Context: an optimization exercise on an open-source flow, tuned for small area, a short achievable clock period and few clock cycles per item. The choices shown serve that exercise and are no tape-out recipe.
The RTL was checked by simulation tests, not by an equivalence proof against the original design.
Power and IR drop assume default switching activity.

run 1:
Design el2_exu_div_ctl, start of the top module:
module el2_exu_div_ctl
  (
   input logic           clk,                        
   input logic           rst_l,                      
   input logic           valid,                      
   input logic           unsign,                     
   input logic           rem,                        
   input logic  [31:0]   dividend,                   
   input logic  [31:0]   divisor,                    
   input logic           cancel,                     
   output logic          finish_dly,                 
   output logic [31:0]   out                         
  );
   function automatic logic [5:0] lzc32(input logic [31:0] x);
      logic [31:0]      v;
      logic [31:0][4:0] c;
      integer l, i, n;
      v = x;
      c = '0;
      n = 32;
      for (l = 0; l < 5; l = l + 1) begin
         for (i = 0; i < 16; i = i + 1)
            if (i < n / 2) begin
               c[i] = v[2*i+1] ? c[2*i+1] : (c[2*i] | (5'd1 << l));
               v[i] = v[2*i+1] | v[2*i];
            end
         n = n / 2;
      end
      lzc32 = {v[0], c[0]};
   endfunction
   function automatic logic [31:0] cneg32(input logic [31:0] x, input logic n);
      logic [31:0] o;
      integer d, i;
      o = x;
      for (d = 1; d < 32; d = d * 2)
         for (i = 0; i < 32; i = i + 1)
            if ((i / d) % 2 == 1)
               o[i] = o[i] | o[(i / d) * d - 1];
      cneg32 = x ^ ({o[30:0], 1'b0} & {32{n}});
   endfunction
   function automatic logic [32:0] add32(input logic [31:0] a, input logic [31:0] b, input logic ci);
      logic [31:0] g, p, gg, pp;
      logic [32:0] c;
  ...
Size in the first run: roughly 1900 cells after synthesis, roughly 110 flip-flops, roughly 100 I/O pins, about 12000 um^2 of cells after synthesis.
clock: 15.0 ns
lec_check: 0
abc_area: 1
cap_margin: 20
core_margin: 2
core_utilization: 30
place_density: 0.5
slew_margin: 20
setup_slack_margin: 8.5
buffer_ports_args: -buffer_cell sky130_fd_sc_hd__buf_2
standard.sh (not shown) runs the stock make flow with config.mk's settings and CLKGATE_MAP_FILE= SYNTH_SCRIPT=/design/flow/synth_recipe.tcl, a recipe that flattens the netlist after the stock synthesis.
==> flow/flow/run.sh <==
#!/bin/bash
set -e
echo "export SETUP_SLACK_MARGIN = 8.5" >> config.mk
echo "export BUFFER_PORTS_ARGS = -buffer_cell sky130_fd_sc_hd__buf_2" >> config.mk
cp config.mk config_used.log
bash standard.sh > standard.log 2>&1
Testbench counts of run 1, summed over its fixed seeds: cycles 16,481, items 3,200.
> inputs changed (run 1 -> run 2)
- CTS_CLUSTER_SIZE: unset -> 30
- CTS_BUF_LIST: unset -> sky130_fd_sc_hd__clkbuf_8
- BUFFER_PORTS_ARGS: -buffer_cell sky130_fd_sc_hd__buf_2 -> -buffer_cell sky130_fd_sc_hd__buf_1
- SETUP_SLACK_MARGIN: 8.5 -> 8.0
==> flow/flow/run.sh <==
#!/bin/bash
set -e
echo "export SETUP_SLACK_MARGIN = 8.0" >> config.mk
echo "export BUFFER_PORTS_ARGS = -buffer_cell sky130_fd_sc_hd__buf_1" >> config.mk
cp config.mk config_used.log
bash standard.sh > standard.log 2>&1
--- outcome ---
In run 2, the fraction of power spent switching nets came out 1.1 points above the value in run 1. Looking at aggregate routed wire length across run 1 and run 2, the one that comes out higher is run 1. Relative to run 1, number of signal-net buffers in the layout has gone down in run 2. As far as die area is concerned, run 1 and run 2 perform about the same. Sort run 1 and run 2 by sequential cell area share, descending, and run 2 comes first. NOTE instance area after placement run 1->run 2 decreased slightly. The source-to-sink clock delay at the later pin of the worst-skew pair of run 1 and that of run 2 are within noise of each other.
The following lists how run 3 was set up differently from run 2:
- CTS_CLUSTER_SIZE no longer set, was 30
- CTS_BUF_LIST no longer set, was sky130_fd_sc_hd__clkbuf_8
--- outcome ---
- Looking at run 3 and run 2, the total wirelength of the detailed-routed design is a wash.
- When the final numbers for run 3 and run 2 were put side by side, the worst setup slack turned out to be greater in run 3.
- Largest fanout of any net on the critical path: higher on run 3
- Run 3 and run 2 ended up with nearly the same share of final-layout standard cells stronger than drive strength 1.
- Total power delta for run 3 relative to run 2: about 2% higher
- Against run 2, run 3 comes in about 0.7% higher on static leakage power.
- Run 3 vs run 2: clock period minus final worst setup slack down in run 3


Another version of the RTL of el2_exu_div_ctl (not shown whole).
Size: ~1300 cells after synthesis, roughly 110 flip-flops, ~9800 sq um of cells after synthesis.
export LEC_CHECK = 0
export ABC_AREA = 1
export CAP_MARGIN = 20
export CORE_MARGIN = 2
export CORE_UTILIZATION = 30
export PLACE_DENSITY = 0.5
export SLEW_MARGIN = 20
export SETUP_SLACK_MARGIN = 8.25
export BUFFER_PORTS_ARGS = -buffer_cell sky130_fd_sc_hd__buf_1
create_clock -name core_clock -period 15.0 [get_ports {clk}]
==> flow/flow/run.sh <==
#!/bin/bash
set -e
cp -r "$FLOW_HOME/scripts" scripts_mod
cp flow/abc_area.script scripts_mod/abc_area.script
export SCRIPTS_DIR="$PWD/scripts_mod"
echo "export SETUP_SLACK_MARGIN = 8.25" >> config.mk
echo "export BUFFER_PORTS_ARGS = -buffer_cell sky130_fd_sc_hd__buf_1" >> config.mk
cp config.mk config_used.log
bash standard.sh > standard.log 2>&1
==> flow/flow/abc_area.script <==
strash
dc2
dch -f
amap
topo
stime -c
buffer -c
upsize -c
dnsize -c
The first run passed the timing, DRC and antenna checks.
Testbench counts at the start, summed over its fixed seeds: cycles 16,266, items 3,200.
Change:
==> flow/flow/run.sh (replaced) <==
#!/bin/bash
set -e
echo "export SETUP_SLACK_MARGIN = 8.0" >> config.mk
echo "export BUFFER_PORTS_ARGS = -buffer_cell sky130_fd_sc_hd__buf_1" >> config.mk
cp config.mk config_used.log
bash standard.sh > standard.log 2>&1
SETUP_SLACK_MARGIN = 8.0   (was 8.25)
removed: flow/flow/abc_area.script
Outcome: Hold slack loses 0.0056 ns; via count drops by a few percent; flip-flop and latch count does not change; synthesized area came out higher by about a fifth; worst setup slack improved by 2.8 ns; total power decreases by about a fifth; sequential power grows slightly; final cell count came out higher by a few percent; design area is lower by about a fifth; clock-buffer cell count came out higher by 1; sequential share of layout area is higher by 3.8 points.
Change:
==> flow/flow/run.sh (replaced) <==
#!/bin/bash
set -e
echo "export SETUP_SLACK_MARGIN = 8.5" >> config.mk
echo "export BUFFER_PORTS_ARGS = -buffer_cell sky130_fd_sc_hd__buf_1" >> config.mk
cp config.mk config_used.log
bash standard.sh > standard.log 2>&1
GPL_ROUTABILITY_DRIVEN = 0   (was unset)
SETUP_SLACK_MARGIN = 8.5   (was 8.0)
- The new run completed without violations
- sequential share of layout area decreases by 0.87 points
- sequential power stays flat
- clock-buffer cell count decreases by 1
- final cell count increases by 0.97%
- global-route usage decreases by 0.28 points
Change:
==> flow/flow/run.sh (replaced) <==
#!/bin/bash
set -e
cp -r "$FLOW_HOME/scripts" scripts_mod
cp flow/abc_area.script scripts_mod/abc_area.script
export SCRIPTS_DIR="$PWD/scripts_mod"
echo "export SETUP_SLACK_MARGIN = 8.25" >> config.mk
echo "export BUFFER_PORTS_ARGS = -buffer_cell sky130_fd_sc_hd__buf_1" >> config.mk
cp config.mk config_used.log
bash standard.sh > standard.log 2>&1
==> flow/flow/abc_area.script (new file) <==
strash
dch -f
map -a
topo
stime -c
buffer -c
upsize -c
dnsize -c
GPL_ROUTABILITY_DRIVEN = unset   (was 0)
SETUP_SLACK_MARGIN = 8.25   (was 8.5)
After rerunning: Design area decreases by about 2.8%; power is about the same; first-iteration DRC count shrinks by about 5.4%; synthesized cell count goes down by 15%; worst setup slack is worse by 1.9 ns; via count fell by 8.5%; synthesized area drops by 9.5%; clock power grows by about 3%; cell count goes down by 11%; die area drops by 9.3%; hold slack loses 0.0086 ns.
Change:
==> flow/flow/run.sh (replaced) <==
#!/bin/bash
set -e
echo "export SETUP_SLACK_MARGIN = 8.0" >> config.mk
echo "export BUFFER_PORTS_ARGS = -buffer_cell sky130_fd_sc_hd__buf_1" >> config.mk
cp config.mk config_used.log
bash standard.sh > standard.log 2>&1
GPL_ROUTABILITY_DRIVEN = 0   (was unset)
SETUP_SLACK_MARGIN = 8.0   (was 8.25)
removed: flow/flow/abc_area.script
The new run passed the timing, DRC and antenna checks.
Final area came out lower by about 2.7%.
Die area rises by about 10%.
Hold slack improves by 0.0083 ns.
Global-route usage shrinks by 1.8 points.
Via count increases by 8.4%.
Worst setup slack gets better by 1.6 ns.
Count of clock-buffer cells in the layout rose by 1.
Non-clock buffer count shrinks by 88.
Sequential cell count stays the same.
Clock skew fell by 0.0048 ns.
Wire length climbs by 2.7%.
Change:
==> flow/flow/run.sh (replaced) <==
#!/bin/bash
set -e
echo "export SETUP_SLACK_MARGIN = 8.5" >> config.mk
echo "export BUFFER_PORTS_ARGS = -buffer_cell sky130_fd_sc_hd__buf_1" >> config.mk
cp config.mk config_used.log
bash standard.sh > standard.log 2>&1
GPL_ROUTABILITY_DRIVEN = unset   (was 0)
SETUP_SLACK_MARGIN = 8.5   (was 8.0)
The changed run finished clean.
Worst hold slack gets worse by 0.0067 ns.
Clock-buffer cell count fell by 3.
Cell count rose by 0.80%.
Synthesized area stays the same.
Global-route usage rose by 0.52 points.


The RTL this note starts from:
==> flow/design.v <==
module rvdff #( parameter WIDTH=1, SHORT=0 )
   (
     input logic [WIDTH-1:0] din,
     input logic           clk,
     input logic                   rst_l,
     output logic [WIDTH-1:0] dout
     );
if (SHORT == 1) begin
   assign dout = din;
end
else begin
   always_ff @(posedge clk or negedge rst_l) begin
      if (rst_l == 0)
        dout[WIDTH-1:0] <= 0;
      else
        dout[WIDTH-1:0] <= din[WIDTH-1:0];
   end
end
endmodule
module rvdffs #( parameter WIDTH=1, SHORT=0 )
   (
     input logic [WIDTH-1:0] din,
     input logic             en,
     input logic           clk,
     input logic                   rst_l,
     output logic [WIDTH-1:0] dout
     );
if (SHORT == 1) begin : genblock
   assign dout = din;
end
else begin : genblock
   rvdff #(WIDTH) dffs (.din((en) ? din[WIDTH-1:0] : dout[WIDTH-1:0]), .*);
end
endmodule
module rvdffe #( parameter WIDTH=1, SHORT=0, OVERRIDE=0 )
   (
     input  logic [WIDTH-1:0] din,
     input  logic           en,
     input  logic           clk,
     input  logic           rst_l,
     input  logic             scan_mode,
     output logic [WIDTH-1:0] dout
     );
if (SHORT == 1) begin : genblock
   if (1) begin : genblock
      assign dout = din;
   end
end
else begin : genblock
   if (1) begin: genblock
      rvdffs #(WIDTH) dff ( .* );
   end
end  
endmodule  
module rvtwoscomp #( parameter WIDTH=32 )
   (
     input logic [WIDTH-1:0] din,
     output logic [WIDTH-1:0] dout
     );
   logic [WIDTH-1:1]          dout_temp;    
   genvar                     i;
   for ( i = 1; i < WIDTH; i++ )  begin : flip_after_first_one
      assign dout_temp[i] = (|din[i-1:0]) ? ~din[i] : din[i];
   end : flip_after_first_one
   assign dout[WIDTH-1:0]  = { dout_temp[WIDTH-1:1], din[0] };
endmodule   
module el2_exu_div_ctl
  (
   input logic           clk,                        
   input logic           rst_l,                      
   input logic           valid,                      
   input logic           unsign,                     
   input logic           rem,                        
   input logic  [31:0]   dividend,                   
   input logic  [31:0]   divisor,                    
   input logic           cancel,                     
   output logic          finish_dly,                 
   output logic [31:0]   out                         
  );
   function automatic logic [5:0] lzc32(input logic [31:0] x);
      logic [31:0]      v;
      logic [31:0][4:0] c;
      integer l, i, n;
      v = x;
      c = '0;
      n = 32;
      for (l = 0; l < 5; l = l + 1) begin
         for (i = 0; i < 16; i = i + 1)
            if (i < n / 2) begin
               c[i] = v[2*i+1] ? c[2*i+1] : (c[2*i] | (5'd1 << l));
               v[i] = v[2*i+1] | v[2*i];
            end
         n = n / 2;
      end
      lzc32 = {v[0], c[0]};
   endfunction
   function automatic logic [31:0] cneg32(input logic [31:0] x, input logic n);
      logic [31:0] o;
      integer d, i;
      o = x;
      for (d = 1; d < 32; d = d * 2)
         for (i = 0; i < 32; i = i + 1)
            if ((i / d) % 2 == 1)
               o[i] = o[i] | o[(i / d) * d - 1];
      cneg32 = x ^ ({o[30:0], 1'b0} & {32{n}});
   endfunction
   function automatic logic [32:0] add32(input logic [31:0] a, input logic [31:0] b, input logic ci);
      logic [31:0] g, p, gg, pp;
      logic [32:0] c;
      integer d, i;
      g  = a & b;
      p  = a ^ b;
      gg = g;
      pp = p;
      gg[0] = g[0] | (p[0] & ci);
      for (d = 1; d < 32; d = d * 2)
         for (i = 2 * d - 1; i < 32; i = i + 2 * d) begin
            gg[i] = gg[i] | (pp[i] & gg[i - d]);
            pp[i] = pp[i] & pp[i - d];
         end
      for (d = 8; d >= 1; d = d / 2)
         for (i = 3 * d - 1; i < 32; i = i + 2 * d) begin
            gg[i] = gg[i] | (pp[i] & gg[i - d]);
            pp[i] = pp[i] & pp[i - d];
         end
      c = {gg, ci};
      add32 = {c[32], p ^ c[31:0]};
   endfunction
   logic        a_neg, b_neg;
   logic [31:0] a_abs;
   logic [5:0]  za, zb, la, lb;
   logic [6:0]  t;
   logic        dz, quick;
   logic        busy_ff, fin_ff;
   logic [3:0]  cnt_ff;
   logic        rem_ff, neg_ff, bneg_ff;
   logic [31:0] r_ff, q_ff;
   logic [31:0] e_ff;                                    
   logic [32:0] e_cur;
   logic [32:0] s1, s2;
   logic        ge1, ge2;
   logic [31:0] r1, r2;
   assign a_neg  = ~unsign & dividend[31];
   assign b_neg  = ~unsign & divisor[31];
   assign a_abs  = cneg32(dividend, a_neg);
   logic [33:0] b_x;
   assign b_x    = {{2{b_neg}}, divisor} ^ {34{~b_neg}};
   assign la     = lzc32(a_abs);
   assign za     = la[5] ? {1'b0, la[4:0]} : 6'd32;        
   assign lb     = lzc32(~b_x[31:0]);
   assign zb     = {1'b0, lb[4:0]};                      
   assign t      = {1'b0, zb} - {1'b0, za};              
   assign dz     = ~lb[5] & ~b_neg;
   assign quick  = dz | t[6];
   assign e_cur  = ({1'b1, e_ff} << {cnt_ff, 1'b0}) | (~({33{1'b1}} << {cnt_ff, 1'b0}) & {33{~bneg_ff}});
   assign s1     = add32(r_ff, {e_cur[30:0], ~bneg_ff}, ~bneg_ff);
   assign ge1    = e_cur[32] & e_cur[31] & s1[32];
   assign r1     = ge1 ? s1[31:0] : r_ff;
   assign s2     = add32(r1, e_cur[31:0], ~bneg_ff);
   assign ge2    = e_cur[32] & s2[32];
   assign r2     = ge2 ? s2[31:0] : r1;
   always_ff @(posedge clk or negedge rst_l) begin
      if (!rst_l) begin
         busy_ff <= 1'b0;
         fin_ff  <= 1'b0;
      end
      else begin
         busy_ff <= ~cancel & (valid ? ~quick : (busy_ff & (cnt_ff != 4'd0)));
         fin_ff  <= ~cancel & (valid ? quick  : (busy_ff & (cnt_ff == 4'd0)));
      end
   end
   always_ff @(posedge clk) begin
      if (valid) begin
         cnt_ff  <= t[4:1];
         rem_ff  <= rem;
         neg_ff  <= rem ? a_neg : (dz | (~unsign & (dividend[31] ^ divisor[31])));
         bneg_ff <= b_neg;
         r_ff    <= a_abs;
         q_ff    <= {31'b0, dz};                      
         e_ff    <= b_x[31:0];
      end
      else begin
         cnt_ff  <= cnt_ff - 4'd1;
         r_ff    <= r2;
         q_ff    <= {q_ff[29:0], ge1, ge2};
      end
   end
   logic [31:0] res;
   assign res        = ({32{fin_ff &  rem_ff}} & r_ff) |
                       ({32{fin_ff & ~rem_ff}} & q_ff);
   assign finish_dly = fin_ff & ~cancel;
   assign out        = {32{~cancel}} & cneg32(res, fin_ff & neg_ff);
endmodule  
clock: 15.0 ns
lec_check: 0
abc_area: 1
cap_margin: 20
core_margin: 2
core_utilization: 40
gpl_routability_driven: 0
place_density: 0.6
slew_margin: 20
setup_slack_margin: 8.5
buffer_ports_args: -buffer_cell sky130_fd_sc_hd__buf_1
==> flow/flow/run.sh <==
#!/bin/bash
set -e
echo "export SETUP_SLACK_MARGIN = 8.5" >> config.mk
echo "export BUFFER_PORTS_ARGS = -buffer_cell sky130_fd_sc_hd__buf_1" >> config.mk
cp config.mk config_used.log
bash standard.sh > standard.log 2>&1
The starting point completed without violations.
Testbench counts at the start, summed over its fixed seeds: cycles 16,266, items 3,200.
Change:
==> flow/flow/run.sh (replaced) <==
#!/bin/bash
set -e
echo "export SETUP_SLACK_MARGIN = 8.25" >> config.mk
echo "export BUFFER_PORTS_ARGS = -buffer_cell sky130_fd_sc_hd__buf_1" >> config.mk
cp config.mk config_used.log
bash standard.sh > standard.log 2>&1
--- a/flow/config.mk
+++ b/flow/config.mk
@@ -10,7 +10,6 @@
 export CORE_MARGIN = 2
-export CORE_UTILIZATION = 40
-export GPL_ROUTABILITY_DRIVEN = 0
-export PLACE_DENSITY = 0.6
+export CORE_UTILIZATION = 30
+export PLACE_DENSITY = 0.5
 export SLEW_MARGIN = 20
-export SETUP_SLACK_MARGIN = 8.5
+export SETUP_SLACK_MARGIN = 8.25
 export BUFFER_PORTS_ARGS = -buffer_cell sky130_fd_sc_hd__buf_1
Result:
- design area came out lower by 0.33%
- wire length grows by 9.6%
- total power fell by 0.37%
Change:
--- a/flow/config.mk
+++ b/flow/config.mk
@@ -11,2 +11,5 @@
 export CORE_UTILIZATION = 30
+export CTS_CLUSTER_DIAMETER = 300
+export CTS_CLUSTER_SIZE = 60
+export GPL_ROUTABILITY_DRIVEN = 0
 export PLACE_DENSITY = 0.5
What happened:
- first-iteration DRC count went up by 15%
- global-route usage went down by 0.30 points
- combinational power barely changes
Change:
--- a/flow/config.mk
+++ b/flow/config.mk
@@ -10,7 +10,4 @@
 export CORE_MARGIN = 2
-export CORE_UTILIZATION = 30
-export CTS_CLUSTER_DIAMETER = 300
-export CTS_CLUSTER_SIZE = 60
-export GPL_ROUTABILITY_DRIVEN = 0
-export PLACE_DENSITY = 0.5
+export CORE_UTILIZATION = 40
+export PLACE_DENSITY = 0.6
 export SLEW_MARGIN = 20
Worst setup slack loses 0.023 ns.
Power falls by 0.99%.
Clock skew barely changes.
Synthesized cell count is unchanged.
Combinational power hardly moves.
Clock-buffer cell count falls by 3.

[what the ideal ports hide]
No port has a modelled driver above. Below, the same layouts with a new extraction and two added sets of constraints.
Step 1 sets driving cells, clkbuf_16 on the clock port and buf_2 on the other inputs (assumed; they add their load-dependent delay and slew).
Step 2 moves the port delays by t, midway between the first and last clock arrival at a register: inputs arrive t later, outputs are due t later. That takes back most of the time a late clock gives input paths.
a / b / c = ideal / step 1 / step 2; a / b = the first two.
| run | shift t [ns] | setup WS [ns] | worst setup path at the end | worst data-port slew with drivers (ns) |
|---|---|---|---|---|
| run 1 | 0.441 | 8.253 / 8.211 / 8.168 | input to register | 0.05 |
| run 2 | 0.444 | 8.056 / 8.037 / 7.904 | input to register | 0.04 |
| run 3 | 0.416 | 8.064 / 8.045 / 7.879 | input to register | 0.04 |
| the first run of note 2 | 0.414 | 5.368 / 5.324 / 5.034 | input to register | 0.07 |
| the second run of note 2 | 0.410 | 8.120 / 8.097 / 8.097 | input to output | 0.05 |
| the third run of note 2 | 0.417 | 8.435 / 8.325 / 8.325 | input to output | 0.17 |
| the fourth run of note 2 | 0.416 | 6.506 / 6.505 / 6.089 | input to register | 0.06 |
| the fifth run of note 2 | 0.416 | 8.091 / 8.070 / 8.070 | input to output | 0.06 |
| the sixth run of note 2 | 0.411 | 8.443 / 8.347 / 8.347 | input to output | 0.14 |
| the first run of note 3 | 0.413 | 8.395 / 8.224 / 8.224 | input to output | 0.19 |
| the second run of note 3 | 0.415 | 8.259 / 8.193 / 8.193 | input to output | 0.09 |
| the third run of note 3 | 0.422 | 8.299 / 8.237 / 8.237 | input to output | 0.08 |
| the fourth run of note 3 | 0.407 | 8.276 / 8.223 / 8.223 | input to output | 0.07 |
After both steps setup and hold are still met in every run listed. For the fourth run of note 2, which loses most, drivers alone change the setup slack by -0.001 ns; drivers and shift together by -0.417 ns.
